Source: an optimization exercise on an open RTL-to-GDS flow (aim: small area, a short achievable clock period and few clock cycles per item). Production flows keep margins and buffers that such runs may drop.
Function was checked by simulation only, so behaviour that the tests miss may differ from the original.
Power figures rest on the tool's default switching activity, not on a simulated workload.

## cordic_sin_cos
module cordic_sin_cos(
    input       wire        clk,
    input       wire        rst_n,
    input       wire        clk_vld,
    input       wire        soft_rst,
    input       wire        trig,
    output      reg         vld,
    input       wire  [9:0] a,
    output      reg  signed [12:0]  cosa3_latch,
    output      reg  signed [12:0]  sina3_latch
);
Settings: LEC_CHECK=0, ABC_AREA=1, CAP_MARGIN=20, CORE_MARGIN=2, CORE_UTILIZATION=40, SLEW_MARGIN=20, SYNTH_MEMORY_MAX_BITS=65536; clock period 5.5 ns.
run.sh (not shown) runs the stock make flow with config.mk's settings and CLKGATE_MAP_FILE= SYNTH_SCRIPT=/design/flow/synth_recipe.tcl, a recipe that flattens the netlist after the stock synthesis.
The starting point finished clean.
Testbench counts at the start, summed over its fixed seeds: cycles 3,200, items 3,200.
==> next run, changes <==
- CORE_UTILIZATION: 40 -> 50
- SETUP_SLACK_MARGIN: default -> 2.0
Result: Setup slack is better by 1.2 ns; power climbs by 19%; cell area increases by about 26%.
==> next run, changes <==
- SETUP_SLACK_MARGIN: 2.0 -> default
What happened:
- The changed run ran to the end with no violations
- power went down by 21%
- core utilization went down by 16 points
- sequential power went down by about 4%
- routed wire length went down by 15%
==> next run, changes <==
==> flow/flow/run.sh (new file) <==
#!/bin/bash
# The standard layout, except for synthesis: the same synthesis script,
# but ABC maps the logic with flow/abc.script, and half/full adders are not
# extracted into adder cells (ADDER_MAP_FILE empty).
set -euo pipefail
W=$(pwd)
rm -rf "$W/scripts_own"
cp -r "$FLOW_HOME/scripts" "$W/scripts_own"
cp "$W/flow/abc.script" "$W/scripts_own/abc_area.script"
sed "s#CLKGATE_MAP_FILE= #CLKGATE_MAP_FILE= SCRIPTS_DIR=$W/scripts_own ADDER_MAP_FILE= #" standard.sh > synth_own.sh
grep -q "SCRIPTS_DIR=$W/scripts_own" synth_own.sh
bash synth_own.sh synth > "$W/synth.log" 2>&1
bash standard.sh > "$W/layout.log" 2>&1
==> flow/flow/abc.script (new file) <==
strash
dch
map -B 0.9
topo
stime -c
buffer -c
upsize -c
dnsize -c
==> flow/standard.sh (new file) <==
#!/bin/bash
# synth_recipe.tcl (not shown) runs the flow's synth.tcl, then flattens the netlist and writes it again
# the make line also repeats each setting of config.mk as NAME=value (left out here)
make -C /OpenROAD-flow-scripts/flow DESIGN_CONFIG=/design/flow/config.mk WORK_HOME=/design/flow/orfs CLKGATE_MAP_FILE= SYNTH_SCRIPT=/design/flow/synth_recipe.tcl "${@:-finish}"
- CORE_UTILIZATION: 50 -> 40
removed: flow/run.sh
Effect: Total power shrinks slightly. Sequential share of layout area is higher by 0.39 points. Worst hold slack loses 0.0046 ns.

---

cordic_sin_cos, a different RTL version from the one above (not shown whole).
For scale: about 970 cells after synthesis, ~12 flip-flops.
==> flow/config.mk <==
export PLATFORM = sky130hd
export DESIGN_NAME = cordic_sin_cos
export DESIGN_NICKNAME = cordic_sin_cos
export VERILOG_FILES = /design/flow/design.v
export SDC_FILE = /design/flow/constraint.sdc
export NUM_CORES = 4
export LEC_CHECK = 0
export ABC_AREA = 1
export CAP_MARGIN = 20
export CORE_MARGIN = 2
export CORE_UTILIZATION = 40
export SETUP_SLACK_MARGIN = 1.5
export SLEW_MARGIN = 20
export SYNTH_MEMORY_MAX_BITS = 65536
==> flow/constraint.sdc <==
create_clock -name core_clock -period 5.5 [get_ports {clk}]
set_input_delay 1.1000 -clock core_clock [delete_from_list [all_inputs] [get_ports {clk}]]
set_output_delay 1.1000 -clock core_clock [all_outputs]
set_load 0.01 [all_outputs]
standard.sh (not shown) runs the stock make flow with config.mk's settings and CLKGATE_MAP_FILE= SYNTH_SCRIPT=/design/flow/synth_recipe.tcl, a recipe that flattens the netlist after the stock synthesis.
==> flow/flow/run.sh <==
#!/bin/bash
# The standard layout (standard.sh), with these changes:
# - synthesis: the same script, but ABC maps the logic with flow/abc.script,
#   and half/full adders are not extracted into adder cells;
# - the port buffers are sky130_fd_sc_hd__buf_2 cells.
set -euo pipefail
W=$(pwd)
rm -rf "$W/scripts_own"
cp -r "$FLOW_HOME/scripts" "$W/scripts_own"
cp "$W/flow/abc.script" "$W/scripts_own/abc_area.script"
PB="BUFFER_PORTS_ARGS='-buffer_cell sky130_fd_sc_hd__buf_2'"
sed "s#CLKGATE_MAP_FILE= #CLKGATE_MAP_FILE= SCRIPTS_DIR=$W/scripts_own ADDER_MAP_FILE= #" standard.sh > synth_own.sh
sed "s#CLKGATE_MAP_FILE= #CLKGATE_MAP_FILE= $PB #" standard.sh > layout_own.sh
grep -q "SCRIPTS_DIR=$W/scripts_own" synth_own.sh
grep -q "BUFFER_PORTS_ARGS" layout_own.sh
bash synth_own.sh synth > "$W/synth.log" 2>&1
bash layout_own.sh > "$W/layout.log" 2>&1
==> flow/flow/abc.script <==
strash
dch
map -B 0.9
topo
stime -c
buffer -c
upsize -c
dnsize -c
Testbench counts at the start, summed over its fixed seeds: cycles 3,200, items 3,200.
Rerun with:
--- a/flow/config.mk
+++ b/flow/config.mk
@@ -11 +11 @@
-export CORE_UTILIZATION = 40
+export CORE_UTILIZATION = 30
Cell count increases by 5.7%.
Power goes down by 0.73%.
Clock-buffer cell count stays the same.
Sequential power hardly moves.
Global-route usage came out lower by 9.1 points.

## re-timing with driven ports
The flow's constraints put no driver on any port. The routed layouts listed below were extracted and timed again, unchanged, in two steps. Step 1: set_driving_cell puts a clkbuf_16 on clk and a buf_2 on each other input, an assumption about the parent block. Step 2 also shifts input and output timing later by t, the mid clock arrival at the registers, as if the neighbouring blocks saw the same clock. Three values: ideal ports, drivers, drivers and shift; two values: the first two.
| run | shift t [ns] | setup WS [ns] | slew at the worst register clock pin (ns) | worst slew at a driven data input, ns | cell pins on the clock port's net |
|---|---|---|---|---|---|
| the first run of note 1 | 0.260 | 0.190 / 0.165 / 0.425 | 0.04 / 0.04 | 0.04 | 1 |
| the second run of note 1 | 0.267 | 1.422 / 1.398 / 1.665 | 0.05 / 0.05 | 0.03 | 1 |
| the third run of note 1 | 0.273 | 0.366 / 0.343 / 0.616 | 0.05 / 0.05 | 0.04 | 1 |
| the fourth run of note 1 | 0.265 | 0.340 / 0.313 / 0.578 | 0.04 / 0.04 | 0.03 | 1 |
| the first run of note 2 | 0.266 | 1.575 / 1.547 / 1.813 | 0.04 / 0.04 | 0.03 | 1 |
| the second run of note 2 | 0.266 | 1.511 / 1.485 / 1.751 | 0.04 / 0.04 | 0.03 | 1 |
After both steps every run listed still meets setup and hold.
